Background: an optimization exercise with open tools, aiming at small area and a short achievable clock period. Do not read the settings as production practice.
Only simulation tests tie the RTL to the original design; equivalence was not proved.
No activity file was given, so power comes from the tool's default toggle rates.

==> v12: inputs <==
Design Project_VMU, start of the top module:
module Project_VMU(pixel, weight, preset, clk, reset, memory);
input [63:0] pixel;
input [63:0] weight;
input preset, clk, reset;
output [1023:0] memory;
reg [63:0] px1, wt1;
reg [63:0] px2;
reg [79:0] p3_2;
reg [31:0] s1_2, s2_2, s3_2;
integer n, d;
always @(posedge clk) begin
  px1 <= pixel;
  wt1 <= weight;
  px2 <= px1;
  for (n = 0; n < 8; n = n + 1) begin
    p3_2[10*n +: 10] <= {2'b00, px1[8*n +: 8]} + {1'b0, px1[8*n +: 8], 1'b0};
    for (d = 0; d < 4; d = d + 1) begin
      s1_2[4*n+d] <= (wt1[8*n+2*d +: 2] == 2'd1);
      s2_2[4*n+d] <= (wt1[8*n+2*d +: 2] == 2'd2);
      s3_2[4*n+d] <= (wt1[8*n+2*d +: 2] == 2'd3);
    end
  end
end
reg pr1;     
reg z;       
always @(posedge clk) begin
  pr1 <= preset;
  z <= reset;
end
wire same = ~(preset ^ pr1);      
wire na = ~(same & ~z);           
wire nb = ~(~same & ~z);          
wire ga = z | ~same;
wire gh = z | same;
vmu_cell c0 (.clk(clk), .px(px2[7:0]), .p3(p3_2[9:0]), .s1(s1_2[3:0]), .s2(s2_2[3:0]), .s3(s3_2[3:0]), .na(na), .nb(nb), .ga(ga), .gh(gh), .mem(memory[15:0]));
  ...
clock: 5.5 ns
lec_check: 0
cap_margin: 20
core_margin: 2
core_utilization: 40
place_density: 0.5
slew_margin: 20
synth_hierarchical: 1
synth_minimum_keep_size: 0
standard.sh (not shown) runs the stock make flow with config.mk's settings and CLKGATE_MAP_FILE= SYNTH_SCRIPT=/design/flow/synth_recipe.tcl, a recipe that flattens the netlist after the stock synthesis.
==> flow/flow/run.sh <==
#!/bin/bash
# Standard layout (standard synthesis and steps), except that the ports get
# sky130_fd_sc_hd__buf_2 buffers instead of the default delay-cell buffers.
set -euo pipefail
export BUFFER_PORTS_ARGS="-buffer_cell sky130_fd_sc_hd__buf_2"
bash standard.sh finish > flow_make.log 2>&1
==> inputs of v17, as changes to v12 <==
- SETUP_SLACK_MARGIN: default -> 1.5
- SLEW_MARGIN: 20 -> 50
- TNS_END_PERCENT: default -> 0
==> qor summary <==
quantity                                                          v12         v17
Initial antenna violation count                                    88          98
Met1 usage                                                      43.1%       43.9%
Highest fanout seen on the critical path                           14          32
Worst setup slack for register-to-register paths              0.31 ns     0.88 ns
Crit path time final                                          5.19 ns     4.62 ns
Start point of the worst hold path                         weight[63]   pixel[28]
Number of cells in the finished layout apart from fillers       24900       25100
Critical Path Start                                           s1_2[6]    s1_2[17]
Pre-Repair DR Iteration Count                                      23          17
Total number of vias                                           163000      165000
Sequential cell fraction of total power                         20.0%       19.2%
Power attributed to sequential cells                         0.0274 W    0.0270 W
Status                                       timing/DRC/antenna clean  timing/DRC/antenna clean
Total CTS buffers                                                 313         315
Final cycle utilization of the critical path                    94.4%       84.0%
Cells on worst reg2reg path                                        13          14

==> wip/lagoon: inputs <==
Another version of the RTL of Project_VMU (not shown whole).
==> flow/config.mk <==
export PLATFORM = sky130hd
export DESIGN_NAME = Project_VMU
export DESIGN_NICKNAME = Project_VMU
export VERILOG_FILES = /design/flow/design.v
export SDC_FILE = /design/flow/constraint.sdc
export NUM_CORES = 8
export LEC_CHECK = 0
export CAP_MARGIN = 20
export CELL_PAD_IN_SITES_DETAIL_PLACEMENT = 1
export CORE_MARGIN = 2
export CORE_UTILIZATION = 40
export CTS_CLUSTER_DIAMETER = 100
export CTS_CLUSTER_SIZE = 30
export PLACE_DENSITY = 0.5
export SETUP_SLACK_MARGIN = 1.5
export SLEW_MARGIN = 50
export SYNTH_HIERARCHICAL = 1
export SYNTH_MINIMUM_KEEP_SIZE = 0
export TNS_END_PERCENT = 0
==> flow/constraint.sdc <==
create_clock -name core_clock -period 5.5 [get_ports {clk}]
set_input_delay 1.1000 -clock core_clock [delete_from_list [all_inputs] [get_ports {clk}]]
set_output_delay 1.1000 -clock core_clock [all_outputs]
set_load 0.01 [all_outputs]
Scripts as last shown in full above: flow/flow/run.sh
==> inputs of wip/yarrow, as changes to wip/lagoon <==
Settings changed: CELL_PAD_IN_SITES_DETAIL_PLACEMENT 1 to unset, CTS_CLUSTER_DIAMETER 100 to unset, CTS_CLUSTER_SIZE 30 to unset.
==> notes <==
Against wip/lagoon, the first-iteration DRC count of wip/yarrow is larger by 4.5%.
Combinational power is about the same in wip/yarrow and wip/lagoon.
Between wip/yarrow and wip/lagoon, the lower worst setup slack is in wip/lagoon (gap 0.14 ns).
Of wip/yarrow and wip/lagoon, wip/yarrow has the higher final cell count (gap about 1.5%, measured against wip/lagoon).
Between wip/yarrow and wip/lagoon, the lower via count is in wip/yarrow (gap about 0.8%, measured against wip/lagoon).
In wip/yarrow the clock power is higher than in wip/lagoon, by about 55%.
Against wip/lagoon, the total power of wip/yarrow is higher by 5.8%.
In area after synthesis, wip/lagoon and wip/yarrow do not differ.

[afterwards: timing with drivers on the ports]
The results above use ideal ports. As a check the final layouts listed here were re-extracted and re-timed, cells and wires unchanged.
Step 1 (the two cells are an assumption about what drives the block):
set clk [get_ports {clk}]
set_driving_cell -lib_cell sky130_fd_sc_hd__clkbuf_16 $clk
set_driving_cell -lib_cell sky130_fd_sc_hd__buf_2 [delete_from_list [all_inputs] $clk]
Step 2, shift: input delay + t, output delay - t, t = (earliest + latest rising clock arrival at the registers) / 2. This alone moves slack from input paths to output paths.
a / b / c = ideal / step 1 / step 2; a / b = the first two.
| run | shift t [ns] | setup WS [ns] | latest minus earliest clock arrival (ns) | worst data-port slew with drivers (ns) |
|---|---|---|---|---|
| v12 | 1.125 | 0.306 / 0.306 / 0.306 | 0.082 / 0.082 | 0.25 |
| v17 | 1.115 | 0.880 / 0.877 / 0.880 | 0.080 / 0.079 | 0.25 |
| wip/lagoon | 1.098 | 0.717 / 0.684 / 0.717 | 0.070 / 0.070 | 0.14 |
| wip/yarrow | 1.121 | 0.860 / 0.786 / 0.860 | 0.095 / 0.096 | 0.12 |
After both steps setup and hold are still met in every run listed.
